Context: an optimization exercise on an open-source flow, tuned for small area. The choices shown serve that exercise and are no tape-out recipe. Only simulation tests tie the RTL to the original design; equivalence was not proved. The clock input has no modelled driver; a real chip could not lean on it and would need a root buffer or a full tree. Power figures rest on the tool's default switching activity, not on a simulated workload.

==> run a: inputs <==
==> flow/design.v (excerpt) <==
module taxi_top(
	input [1:0] light,
	input restart,
	input endcar,
	input park,
	input showaltogether,
	input clk,
	input rst,
	input showdistance,
	input restartall,
	output [6:0] a_to_g,
	output [3:0] enable,
	output point
    );
Settings: LEC_CHECK=0, CAP_MARGIN=20, CORE_MARGIN=2, CORE_UTILIZATION=70, GPL_TIMING_DRIVEN=0, SLEW_MARGIN=20; clock period 12.0 ns.
standard.sh (not shown) runs the stock make flow with config.mk's settings and CLKGATE_MAP_FILE= SYNTH_SCRIPT=/design/flow/synth_recipe.tcl, a recipe that flattens the netlist after the stock synthesis.
==> flow/flow/run.sh <==
#!/bin/bash
# Own layout flow: the standard flow (standard.sh) with these changes:
#  - synthesis maps the logic with several area-oriented abc scripts
#    (flow/abc_*.script), keeps the smallest result, and uses no half/full-
#    adder cells; the registers are those of the standard synthesis;
#  - port buffers are the smallest buffer;
#  - clock tree: after CTS, a root buffer feeding 8 small leaf buffers, each
#    driving a location-based group of registers (flow/post_cts.tcl).
# The make output is in flow.log; each step's own log is under orfs/logs/.
set -euo pipefail
W=$(pwd)

export FLOW_FLOW_DIR=$W/flow
source $W/flow/cts.env
sed "s|SYNTH_SCRIPT=[^ ]*|SYNTH_SCRIPT=$W/flow/synth.tcl|" standard.sh > run_standard.sh
grep -q "SYNTH_SCRIPT=$W/flow/synth.tcl" run_standard.sh
bash run_standard.sh ADDER_MAP_FILE= "BUFFER_PORTS_ARGS=-buffer_cell sky130_fd_sc_hd__buf_1" \
  "CTS_ARGS=$CTS_ARGS" "POST_CTS_TCL=$W/flow/post_cts.tcl" finish > flow.log 2>&1
==> flow/flow/abc_amap2d.script <==
strash
dc2
balance
rewrite
refactor
balance
rewrite
rewrite -z
balance
refactor -z
rewrite -z
balance
dc2
balance
rewrite
refactor
balance
rewrite
rewrite -z
balance
refactor -z
rewrite -z
balance
dch -f
amap
mfs
strash
dch -f
amap
==> flow/flow/abc_amap3.script <==
strash
dc2
balance
rewrite
refactor
balance
rewrite
rewrite -z
balance
refactor -z
rewrite -z
balance
dc2
balance
rewrite
refactor
balance
rewrite
rewrite -z
balance
refactor -z
rewrite -z
balance
dch -f
amap
strash
dch -f
amap
strash
dch -f
amap
==> flow/flow/abc_nf.script <==
strash
dc2
balance
rewrite
refactor
balance
rewrite
rewrite -z
balance
refactor -z
rewrite -z
balance
dc2
balance
rewrite
refactor
balance
rewrite
rewrite -z
balance
refactor -z
rewrite -z
balance
&get -n
&dch -f
&nf -R 1000
&put
==> flow/flow/abc_s3.script <==
strash
dc2
balance
rewrite
refactor
balance
rewrite
rewrite -z
balance
refactor -z
rewrite -z
balance
dc2
balance
rewrite
refactor
balance
rewrite
rewrite -z
balance
refactor -z
rewrite -z
balance
dch -f
amap
strash
dch -f
amap
strash
dch -f
amap
strash
dch -f
amap
==> flow/flow/abc_s5.script <==
strash
dc2
balance
rewrite
refactor
balance
rewrite
rewrite -z
balance
refactor -z
rewrite -z
balance
dc2
balance
rewrite
refactor
balance
rewrite
rewrite -z
balance
refactor -z
rewrite -z
balance
dc2
balance
rewrite
refactor
balance
rewrite
rewrite -z
balance
refactor -z
rewrite -z
balance
dch -f
amap
mfs
strash
dch -f
amap
mfs
strash
dch -f
amap
==> flow/flow/synth.tcl <==
# The standard flow's synthesis (synth_recipe.tcl) with one change: abc maps the logic
# with each of the area-oriented scripts flow/abc_*.script, and the smallest
# result (by the library's cell area) is kept.
proc synth {args} { yosys synth -nofsm -noshare {*}$args }
rename source __orig_source
proc source {args} {
  set r [uplevel 1 [list __orig_source {*}$args]]
  if { [string match *synth_preamble.tcl [lindex $args end]] } {
    rename abc __orig_abc
    proc abc {args} {
      set i [lsearch -exact $args -script]
      set scripts [lsort [glob $::env(FLOW_FLOW_DIR)/abc_*.script]]
      set lib [lindex $::env(LIB_FILES) 0]
      design -save __pre_abc
      set best ""; set best_area 1e18
      foreach s $scripts {
        design -load __pre_abc
        __orig_abc {*}[lreplace $args [expr {$i + 1}] [expr {$i + 1}] $s]
        set f $::env(OBJECTS_DIR)/abc_try_[file rootname [file tail $s]].txt
        tee -q -o $f stat -liberty $lib
        set fh [open $f]; set txt [read $fh]; close $fh
        regexp {Chip area for module '[^']*': ([0-9.]+)} $txt -> area
        puts "abc script [file tail $s]: area $area"
        if { $area < $best_area } { set best_area $area; set best $s }
      }
      puts "abc: keeping [file tail $best] (area $best_area)"
      design -load __pre_abc
      __orig_abc {*}[lreplace $args [expr {$i + 1}] [expr {$i + 1}] $best]
    }
  }
  return $r
}
source $::env(SCRIPTS_DIR)/synth.tcl
# left out here: clear keep_hierarchy, flatten, clean up, hide names made inside functions, write 1_2_yosys.v
Other scripts of this flow, unchanged in this note and not shown: flow/flow/clock_tree.tcl, flow/flow/cts.env, flow/flow/post_cts.tcl
==> inputs of run b, as changes to run a <==
==> flow/flow/run.sh (replaced) <==
#!/bin/bash
# Own layout flow: the standard flow (standard.sh) with these changes:
#  - synthesis maps the logic with an area-oriented abc script
#    (flow/abc_area.script) and without half/full-adder cells; the registers
#    are those of the standard synthesis;
#  - port buffers are the smallest buffer;
#  - clock tree: after CTS, a root buffer feeding 8 small leaf buffers, each
#    driving a location-based group of registers (flow/post_cts.tcl).
# The make output is in flow.log; each step's own log is under orfs/logs/.
set -euo pipefail
W=$(pwd)
export FLOW_ABC_SCRIPT=$W/flow/abc_area.script
export FLOW_FLOW_DIR=$W/flow
source $W/flow/cts.env
sed "s|SYNTH_SCRIPT=[^ ]*|SYNTH_SCRIPT=$W/flow/synth.tcl|" standard.sh > run_standard.sh
grep -q "SYNTH_SCRIPT=$W/flow/synth.tcl" run_standard.sh
bash run_standard.sh ADDER_MAP_FILE= "BUFFER_PORTS_ARGS=-buffer_cell sky130_fd_sc_hd__buf_1" \
  "CTS_ARGS=$CTS_ARGS" "POST_CTS_TCL=$W/flow/post_cts.tcl" finish > flow.log 2>&1
==> flow/flow/abc_area.script (new file) <==
strash
dc2
balance
rewrite
refactor
balance
rewrite
rewrite -z
balance
refactor -z
rewrite -z
balance
dc2
balance
rewrite
refactor
balance
rewrite
rewrite -z
balance
refactor -z
rewrite -z
balance
dc2
balance
rewrite
refactor
balance
rewrite
rewrite -z
balance
refactor -z
rewrite -z
balance
dch -f
amap
mfs
strash
dch -f
amap
mfs
strash
dch -f
amap
==> flow/flow/synth.tcl (replaced) <==
# The standard flow's synthesis (synth_recipe.tcl) with one change: abc maps the logic with
# an area-oriented script (flow/abc_area.script) instead of ORFS's.
proc synth {args} { yosys synth -nofsm -noshare {*}$args }
rename source __orig_source
proc source {args} {
  set r [uplevel 1 [list __orig_source {*}$args]]
  if { [string match *synth_preamble.tcl [lindex $args end]] } {
    upvar #0 abc_args abc_args
    set i [lsearch -exact $abc_args -script]
    lset abc_args [expr {$i + 1}] $::env(FLOW_ABC_SCRIPT)
    puts "abc args: $abc_args"
  }
  return $r
}
source $::env(SCRIPTS_DIR)/synth.tcl
# left out here: clear keep_hierarchy, flatten, clean up, hide names made inside functions, write 1_2_yosys.v
Settings changed: GPL_TIMING_DRIVEN 0 to default.
removed: flow/flow/abc_amap2d.script
removed: flow/flow/abc_amap3.script
removed: flow/flow/abc_nf.script
removed: flow/flow/abc_s3.script
removed: flow/flow/abc_s5.script
==> qor summary <==
	run b	run a
Result of the run	no timing/DRC/antenna violations	no timing/DRC/antenna violations
Area of the multi-input gates	2150 um^2	2130 um^2
Post-synthesis average cell area	7.04 um^2	7.05 um^2
Transition time at the pin with the least slew margin	888 ps	954 ps
Average via count per standard cell	6.39	6.21
Share of post-route cells with drive strength above 1	1.53%	1.87%
Synth Area in Simple Gates	27.3%	25.2%
Max rail drop VDD	0.0000879 V	0.0000760 V
Total net switching power	147 uW	136 uW
Via count	4,221	4,091
Count of non-CTS inverters in the layout	65	63
Combinational power share	18.7%	16.4%
Hold wc startpoint	clk_cnt[0]$_SDFF_PP0_	rn_k[0]$_SDFFE_PP0P_
Seq/Total Area, Yosys	39.1%	39.3%
Per-cell routed wire length	15.6 um	14.9 um
M1 GR Usage	40.4%	38.6%
Leakage power	0.00142 uW	0.00137 uW
Router iterations before antenna repair	5	4
Power attributed to combinational cells	89.1 uW	75.7 uW
Vias in the first global route	3,896	3,781
Count of mapped cells out of synthesis	560	556
Critical Path Fanout Max	27	26
Share of the synthesized area in compound gates (AO/OA/AOI/OAI)	27.3%	29.2%
Fraction of met3 tracks used by global routing	3.41%	4.66%
In every run of this note, the design's own scripts or RTL, not TritonCTS, make the clock network.

========
==> wip/pepper: inputs <==
==> flow/design.v <==
`timescale 1ns / 1ps
module seg7ment_sub(
input wire [3:0] num,
output reg [6:0] a_to_g );
always @(*)
case(num)
0: a_to_g=7'b0000001;
1: a_to_g=7'b1001111;
2: a_to_g=7'b0010010;
3: a_to_g=7'b0000110;
4: a_to_g=7'b1001100;
5: a_to_g=7'b0100100;
6: a_to_g=7'b0100000; 
7: a_to_g=7'b0001111;
8: a_to_g=7'b0000000;
9: a_to_g=7'b0000100;
'hA: a_to_g=7'b0001000;
'hB: a_to_g=7'b1100000;
'hC: a_to_g=7'b0110001;
'hD: a_to_g=7'b1000010;
'hE: a_to_g=7'b0110000;
'hF: a_to_g=7'b0111000;
default: a_to_g=7'b0000001;
endcase
endmodule
module taxi_top(
	input [1:0] light,
	input restart,
	input endcar,
	input park,
	input showaltogether,
	input clk,
	input rst,
	input showdistance,
	input restartall,
	output [6:0] a_to_g,
	output [3:0] enable,
	output point
    );
	reg [5:0]  clk_cnt;
	reg [3:0]  park_cnt;
	reg [15:0] distance;
	reg [2:0]  od_k;
	reg [3:0]  od_f1, od_f2;
	reg [4:0]  od_f3;
	reg [2:0]  al_k, rn_k;
	reg [14:0] al_f, rn_f;     
	wire day  = light[1] & light[0];
	wire tick = (clk_cnt == 6'd62);
	wire rs   = restart | restartall;
	always @(posedge clk)
		if (rst) clk_cnt <= 0;
		else     clk_cnt <= clk_cnt + 1'b1;
	always @(posedge clk)
		if (rst) park_cnt <= 0;
		else if (tick) park_cnt <= (park_cnt == 4'd10) ? 4'd0 : park_cnt + 1'b1;
	wire [3:0] d0 = distance[3:0], d1 = distance[7:4], d2 = distance[11:8], d3 = distance[15:12];
	wire n0 = d0[3] & d0[0], n1 = d1[3] & d1[0], n2 = d2[3] & d2[0], n3 = d3[3] & d3[0];
	wire dinc = tick & ~park & ~endcar;
	reg [15:0] distance_n;
	always @(*) begin
		distance_n = distance;
		if (n0 & n1 & n2 & n3) distance_n = distance;
		else begin
			distance_n[3:0]   = n0 ? 4'd0 : d0 + 1'b1;
			if (n0) distance_n[7:4]   = n1 ? 4'd0 : d1 + 1'b1;
			if (n0 & n1) distance_n[11:8]  = n2 ? 4'd0 : d2 + 1'b1;
			if (n0 & n1 & n2) distance_n[15:12] = d3 + 1'b1;
		end
	end
	always @(posedge clk)
		if (rst | rs) distance <= 0;
		else if (dinc) distance <= distance_n;
	wire one  = (d0 == 4'd1);
	wire hi   = one & (distance[15:8] != 0);
	wire lo   = one & (d1 >= 4'd3);
	wire addt = tick & ~endcar;
	wire add0 = addt & park & (park_cnt == 0);
	wire add1 = addt & ~(park & (park_cnt == 0)) & (hi | lo);
	wire [2:0] amt1 = day ? (hi ? 3'd4 : 3'd3) : (hi ? 3'd5 : 3'd4);
	wire [2:0] od_s0 = od_k + add0;
	wire od_c0 = od_s0[2] | od_s0[1];
	wire [4:0] od_s1 = od_f1 + (add1 ? amt1 : 3'd0) + od_c0;
	wire od_c1 = od_s1 > 9;
	wire od_c2 = od_c1 & od_f2[3] & od_f2[0];
	wire od_sat = od_c2 & (od_f3[4] | (od_f3[3] & od_f3[0]));
	always @(posedge clk)
		if (rst) {od_f3, od_f2, od_f1, od_k} <= 0;
		else if (rs) {od_f3, od_f2, od_f1, od_k} <= {5'd0, 4'd1, day ? 4'd4 : 4'd7, 3'd0};
		else if (od_sat) {od_f3, od_f2, od_f1, od_k} <= {5'd19, 4'd6, 4'd12, 3'd5};
		else begin
			od_k  <= od_c0 ? od_s0 - 3'd2 : od_s0;
			od_f1 <= od_c1 ? od_s1 - 5'd10 : od_s1;
			od_f2 <= od_c2 ? 4'd0 : od_f2 + od_c1;
			if (od_c2) od_f3 <= {1'b0, od_f3[3:0] + 4'd1};
		end
	reg [14:0] al_pf;
	always @(*)
		if (~restart) al_pf = al_f;
		else if (day) al_pf = {rn_f[14:10], rn_f[9:5] + 5'd1, rn_f[4:2] + 3'd1, rn_f[1:0]};
		else          al_pf = {{rn_f[14:10], rn_f[9:5]} + 10'd1, rn_f[4:3], rn_f[2:0] + 3'd7};
	wire [2:0] al_pk = restart ? rn_k : al_k;
	wire al_a0 = add0 & ~restart, al_a1 = add1 & ~restart;
	wire [2:0] al_s0 = al_pk + al_a0;
	wire al_c0 = al_s0[2] | al_s0[1];
	wire [4:0] al_s1 = al_pf[4:0] + (al_a1 ? amt1 : 3'd0) + al_c0;
	wire al_c1 = al_s1 > 9;
	wire [4:0] al_s2 = al_pf[9:5] + al_c1;
	wire al_c2 = al_c1 & (al_s2 > 9);
	wire [4:0] al_s3 = al_pf[14:10] + al_c2;
	wire al_sat = al_c2 & (al_s3 > 9);
	always @(posedge clk)
		if (rst | (restart & restartall)) {al_f, al_k} <= 0;
		else if (al_sat) {al_f, al_k} <= {5'd19, 5'd6, 5'd12, 3'd5};
		else begin
			al_k <= al_c0 ? al_s0 - 3'd2 : al_s0;
			al_f <= {al_s3, al_c2 ? al_s2 - 5'd10 : al_s2, al_c1 ? al_s1 - 5'd10 : al_s1};
		end
	always @(posedge clk)
		if (rst | (restart & restartall)) {rn_f, rn_k} <= 0;
		else if (endcar & ~restart) {rn_f, rn_k} <= {al_f, al_k};
	function [3:0] f0dig;
		input [2:0] k;
		case (k)
			3'd0: f0dig = 4'h0;
			3'd1: f0dig = 4'h5;
			3'd2: f0dig = 4'hA;
			3'd3: f0dig = 4'hF;
			3'd4: f0dig = 4'h4;
			default: f0dig = 4'h9;
		endcase
	endfunction
	reg show;
	always @(*)
		case (light)
			2'd0: show = clk_cnt[3:0] <= 4'd1;
			2'd1: show = clk_cnt[3:0] <= 4'd2;
			2'd2: show = clk_cnt[3:0] <= 4'd4;
			default: show = clk_cnt[3:0] <= 4'd13;
		endcase
	wire [1:0] dig = clk_cnt[5:4] | {2{~show}};
	reg [3:0] fnum;
	always @(*)
		if (showdistance) fnum = distance[dig*4 +: 4];
		else case (dig)
			2'd0: fnum = f0dig(showaltogether ? rn_k : od_k);
			2'd1: fnum = showaltogether ? rn_f[3:0]   : od_f1;
			2'd2: fnum = showaltogether ? rn_f[8:5]   : od_f2;
			default: fnum = showaltogether ? rn_f[13:10] : od_f3[3:0];
		endcase
	assign enable = show ? ~(4'b1000 >> clk_cnt[5:4]) : 4'b1111;
	assign point  = ~(show & (clk_cnt[5:4] == 2'd1));
	seg7ment_sub C(.num(fnum), .a_to_g(a_to_g));
endmodule
==> flow/flow/run.sh <==
#!/bin/bash
# Own layout flow: the standard flow (standard.sh) with these changes:
#  - synthesis maps the logic with an area-oriented abc script
#    (flow/abc_area.script) and without half/full-adder cells; the registers
#    are those of the standard synthesis;
#  - port buffers are the smallest buffer;
#  - clock tree: small buffers and no dummy loads (settings in flow/cts.env).
# The make output is in flow.log; each step's own log is under orfs/logs/.
set -euo pipefail
W=$(pwd)
export FLOW_ABC_SCRIPT=$W/flow/abc_area.script
source $W/flow/cts.env
sed "s|SYNTH_SCRIPT=[^ ]*|SYNTH_SCRIPT=$W/flow/synth.tcl|" standard.sh > run_standard.sh
grep -q "SYNTH_SCRIPT=$W/flow/synth.tcl" run_standard.sh
bash run_standard.sh ADDER_MAP_FILE= "BUFFER_PORTS_ARGS=-buffer_cell sky130_fd_sc_hd__buf_1" \
  "CTS_ARGS=$CTS_ARGS" finish > flow.log 2>&1
==> flow/flow/abc_area.script <==
strash
dc2
balance
rewrite
refactor
balance
rewrite
rewrite -z
balance
refactor -z
rewrite -z
balance
dc2
balance
rewrite
refactor
balance
rewrite
rewrite -z
balance
refactor -z
rewrite -z
balance
&get -n
&dch -f
&nf -R 1000
&put
==> flow/flow/cts.env <==
CTS_ARGS="-sink_clustering_enable -repair_clock_nets -sink_clustering_size 30 -sink_clustering_max_diameter 120 -buf_list sky130_fd_sc_hd__clkbuf_8 -root_buf sky130_fd_sc_hd__clkbuf_8 -dont_use_dummy_load"
==> flow/flow/synth.tcl <==
# The standard flow's synthesis (synth_recipe.tcl) with one change: abc maps the logic with
# an area-oriented script (flow/abc_area.script) instead of ORFS's.
proc synth {args} { yosys synth -nofsm -noshare {*}$args }
rename source __orig_source
proc source {args} {
  set r [uplevel 1 [list __orig_source {*}$args]]
  if { [string match *synth_preamble.tcl [lindex $args end]] } {
    upvar #0 abc_args abc_args
    set i [lsearch -exact $abc_args -script]
    lset abc_args [expr {$i + 1}] $::env(FLOW_ABC_SCRIPT)
    puts "abc args: $abc_args"
  }
  return $r
}
source $::env(SCRIPTS_DIR)/synth.tcl
# left out here: clear keep_hierarchy, flatten, clean up, hide names made inside functions, write 1_2_yosys.v
==> flow/standard.sh <==
#!/bin/bash
# synth_recipe.tcl (not shown) runs the flow's synth.tcl, then flattens the netlist and writes it again
# the make line also repeats each setting of config.mk as NAME=value (left out here)
make -C /OpenROAD-flow-scripts/flow DESIGN_CONFIG=/design/flow/config.mk WORK_HOME=/design/flow/orfs CLKGATE_MAP_FILE= SYNTH_SCRIPT=/design/flow/synth_recipe.tcl "${@:-finish}"
==> flow/config.mk <==
export PLATFORM = sky130hd
export DESIGN_NAME = taxi_top
export DESIGN_NICKNAME = taxi_top
export VERILOG_FILES = /design/flow/design.v
export SDC_FILE = /design/flow/constraint.sdc
export NUM_CORES = 4
export LEC_CHECK = 0
export CAP_MARGIN = 20
export CORE_MARGIN = 2
export CORE_UTILIZATION = 60
export SLEW_MARGIN = 20
==> flow/constraint.sdc <==
create_clock -name core_clock -period 12.0 [get_ports {clk}]
set_input_delay 2.4000 -clock core_clock [delete_from_list [all_inputs] [get_ports {clk}]]
set_output_delay 2.4000 -clock core_clock [all_outputs]
set_load 0.01 [all_outputs]
==> inputs of wip/maple, as changes to wip/pepper <==
==> flow/design.v, changed modules only <==
module taxi_top(
	input [1:0] light,
	input restart,
	input endcar,
	input park,
	input showaltogether,
	input clk,
	input rst,
	input showdistance,
	input restartall,
	output [6:0] a_to_g,
	output [3:0] enable,
	output point
    );
	reg [5:0]  clk_cnt;
	reg [3:0]  park_cnt;
	reg [15:0] distance;
	reg [19:0] onedrive;
	reg [19:0] altogether;
	reg [19:0] renewall;
	wire day  = light[1] & light[0];
	wire tick = (clk_cnt == 6'd62);
	wire rs   = restart | restartall;
	always @(posedge clk)
		if (rst) clk_cnt <= 0;
		else     clk_cnt <= clk_cnt + 1'b1;
	always @(posedge clk)
		if (rst) park_cnt <= 0;
		else if (tick) park_cnt <= (park_cnt == 4'd10) ? 4'd0 : park_cnt + 1'b1;
	wire [3:0] d0 = distance[3:0], d1 = distance[7:4], d2 = distance[11:8], d3 = distance[15:12];
	wire n0 = d0[3] & d0[0], n1 = d1[3] & d1[0], n2 = d2[3] & d2[0], n3 = d3[3] & d3[0];
	wire dinc = tick & ~park & ~endcar;
	reg [15:0] distance_n;
	always @(*) begin
		distance_n = distance;
		if (n0 & n1 & n2 & n3) distance_n = distance;
		else begin
			distance_n[3:0]   = n0 ? 4'd0 : d0 + 1'b1;
			if (n0) distance_n[7:4]   = n1 ? 4'd0 : d1 + 1'b1;
			if (n0 & n1) distance_n[11:8]  = n2 ? 4'd0 : d2 + 1'b1;
			if (n0 & n1 & n2) distance_n[15:12] = d3 + 1'b1;
		end
	end
	always @(posedge clk)
		if (rst | rs) distance <= 0;
		else if (dinc) distance <= distance_n;
	wire one  = (d0 == 4'd1);
	wire hi   = one & (distance[15:8] != 0);
	wire lo   = one & (d1 >= 4'd3);
	wire addt = tick & ~endcar;
	wire add0 = addt & park & (park_cnt == 0);
	wire add1 = addt & ~(park & (park_cnt == 0)) & (hi | lo);
	wire [2:0] amt1 = day ? (hi ? 3'd4 : 3'd3) : (hi ? 3'd5 : 3'd4);
	function [19:0] carry;
		input [19:0] v;
		reg [4:0] f0, f1, f2, f3;
		reg c0, c1, c2;
		begin
			c0 = v[4:0] > 9;
			f0 = c0 ? v[4:0] - 5'd10 : v[4:0];
			f1 = v[9:5] + c0;
			c1 = f1 > 9;
			if (c1) f1 = f1 - 5'd10;
			f2 = v[14:10] + c1;
			c2 = c1 & (f2 > 9);
			if (c2) f2 = f2 - 5'd10;
			f3 = v[19:15] + c2;
			if (c2 & (f3 > 9)) carry = 20'h99999;
			else carry = {f3, f2, f1, f0};
		end
	endfunction
	function [19:0] addc;
		input [19:0] v;
		begin
			addc = {v[19:10], v[9:5] + (add1 ? amt1 : 3'd0), v[4:0] + (add0 ? 5'd5 : 5'd0)};
		end
	endfunction
	wire [19:0] od_pre = rs ? (day ? 20'h00480 : 20'h004E0) : addc(onedrive);
	always @(posedge clk)
		if (rst) onedrive <= 0;
		else     onedrive <= carry(od_pre);
	reg [19:0] al_pre;
	always @(*) begin
		if (restart & restartall) al_pre = 0;
		else if (endcar & ~restart) al_pre = altogether;
		else if (restart) begin
			if (day) al_pre = {renewall[19:15], renewall[14:10] + 5'd1, renewall[9:7] + 3'd1, renewall[6:0]};
			else     al_pre = {renewall[19:10] + 10'd1, renewall[9:8], renewall[7:5] + 3'd7, renewall[4:0]};
		end
		else al_pre = addc(altogether);
	end
	always @(posedge clk)
		if (rst) altogether <= 0;
		else     altogether <= carry(al_pre);
	always @(posedge clk)
		if (rst | (restart & restartall)) renewall <= 0;
		else if (endcar & ~restart) renewall <= altogether;
	reg show;
	always @(*)
		case (light)
			2'd0: show = clk_cnt[3:0] <= 4'd1;
			2'd1: show = clk_cnt[3:0] <= 4'd2;
			2'd2: show = clk_cnt[3:0] <= 4'd4;
			default: show = clk_cnt[3:0] <= 4'd13;
		endcase
	wire [1:0] dig = clk_cnt[5:4] | {2{~show}};
	reg [3:0] fnum;
	always @(*)
		if (showdistance) fnum = distance[dig*4 +: 4];
		else if (showaltogether) fnum = renewall[dig*5 +: 4];
		else fnum = onedrive[dig*5 +: 4];
	assign enable = show ? ~(4'b1000 >> clk_cnt[5:4]) : 4'b1111;
	assign point  = ~(show & (clk_cnt[5:4] == 2'd1));
	seg7ment_sub C(.num(fnum), .a_to_g(a_to_g));
endmodule
==> flow/run.sh (new file) <==
#!/bin/bash
# synth_recipe.tcl (not shown) runs the flow's synth.tcl, then flattens the netlist and writes it again
# the make line also repeats each setting of config.mk as NAME=value (left out here)
make -C /OpenROAD-flow-scripts/flow DESIGN_CONFIG=/design/flow/config.mk WORK_HOME=/design/flow/orfs CLKGATE_MAP_FILE= SYNTH_SCRIPT=/design/flow/synth_recipe.tcl finish
--- a/flow/config.mk
+++ b/flow/config.mk
@@ -6,6 +6,8 @@
 export NUM_CORES = 4
 export LEC_CHECK = 0
+export ABC_AREA = 1
 export CAP_MARGIN = 20
 export CORE_MARGIN = 2
 export CORE_UTILIZATION = 60
+export CTS_BUF_LIST = sky130_fd_sc_hd__clkbuf_2 sky130_fd_sc_hd__clkbuf_4 sky130_fd_sc_hd__clkbuf_8
 export SLEW_MARGIN = 20
removed: flow/flow/run.sh
removed: flow/flow/abc_area.script
removed: flow/flow/cts.env
removed: flow/flow/synth.tcl
removed: flow/standard.sh
==> inputs of wip/juniper, as changes to wip/pepper <==
--- a/flow/flow/abc_area.script
+++ b/flow/flow/abc_area.script
@@ -22,6 +22,8 @@
 rewrite -z
 balance
-&get -n
-&dch -f
-&nf -R 1000
-&put
+dch -f
+amap
+mfs
+strash
+dch -f
+amap
==> flow/flow/cts.env (replaced) <==
CTS_ARGS="-sink_clustering_enable -repair_clock_nets -sink_clustering_size 16 -sink_clustering_max_diameter 100 -buf_list sky130_fd_sc_hd__clkbuf_4 -root_buf sky130_fd_sc_hd__clkbuf_8 -dont_use_dummy_load"
==> impl_results.md <==
- Tap cell count: between 90 and 100
- Status: finished clean
- Area delta synth->final: 8.38%
- Final worst slack: just under 4 ns
- Final HPWL DP: between 7000 and 8000 um
- Combinational power share: 9.4%
- Met2 usage: between 40% and 50%
- Multi-In Gates: 454
- Clock buffers: 9
# the run above: wip/pepper

==> impl_results.md <==
- Area delta synth->final: 7.06%
- Multi-In Gates: between 700 and 800
- Clock buffers: 10
- Final worst slack: 2.75 ns
- Final HPWL DP: 12200 um
- Met2 usage: around 47%
- Synth area leader: dfxtp_1
- Tap cell count: 136
- Status: finished clean
# the run above: wip/maple

==> impl_results.md <==
- Final HPWL DP: 7490 um
- Combinational power share: 15.3%
- Multi-In Gates: 439
- Final worst slack: around 2.8 ns
- Clock buffers: 9
- Met2 usage: between 40% and 50%
- Min cycle time layout: ~9 ns
- Status: finished clean
- Final-report max-slew violation count: 0
- Area delta synth->final: 7.26%
# the run above: wip/juniper

## port drivers added, routing unchanged
Ports are ideal in the flow. The routed layouts listed here were re-timed in OpenROAD.
Step 1 (the two cells are an assumption about what drives the block):
set clk [get_ports {clk}]
set_driving_cell -lib_cell sky130_fd_sc_hd__clkbuf_16 $clk
set_driving_cell -lib_cell sky130_fd_sc_hd__buf_2 [delete_from_list [all_inputs] $clk]
Step 2 times the ports against the registers' clock, not the clock port: input delays grow and output delays shrink by t, the midpoint of the rising clock arrivals with the driver on.
Slacks: no drivers / after step 1 / after step 2; pairs: no drivers / after step 1.
run | shift t [ns] | slack for setup (ns) | worst setup path after step 2
run a | 0.452 | 1.761 / 1.761 / 1.309 | input to register
run b | 0.466 | 1.429 / 1.429 / 0.963 | input to register
wip/pepper | 0.370 | 3.954 / 3.960 / 3.590 | input to register
wip/maple | 0.411 | 2.746 / 2.759 / 2.348 | input to register
wip/juniper | 0.376 | 2.836 / 2.838 / 2.462 | input to register
After both steps every run listed still meets setup and hold. The setup slack of run b, which loses most, moves by 0.000 ns with the drivers and by -0.466 ns with both steps.
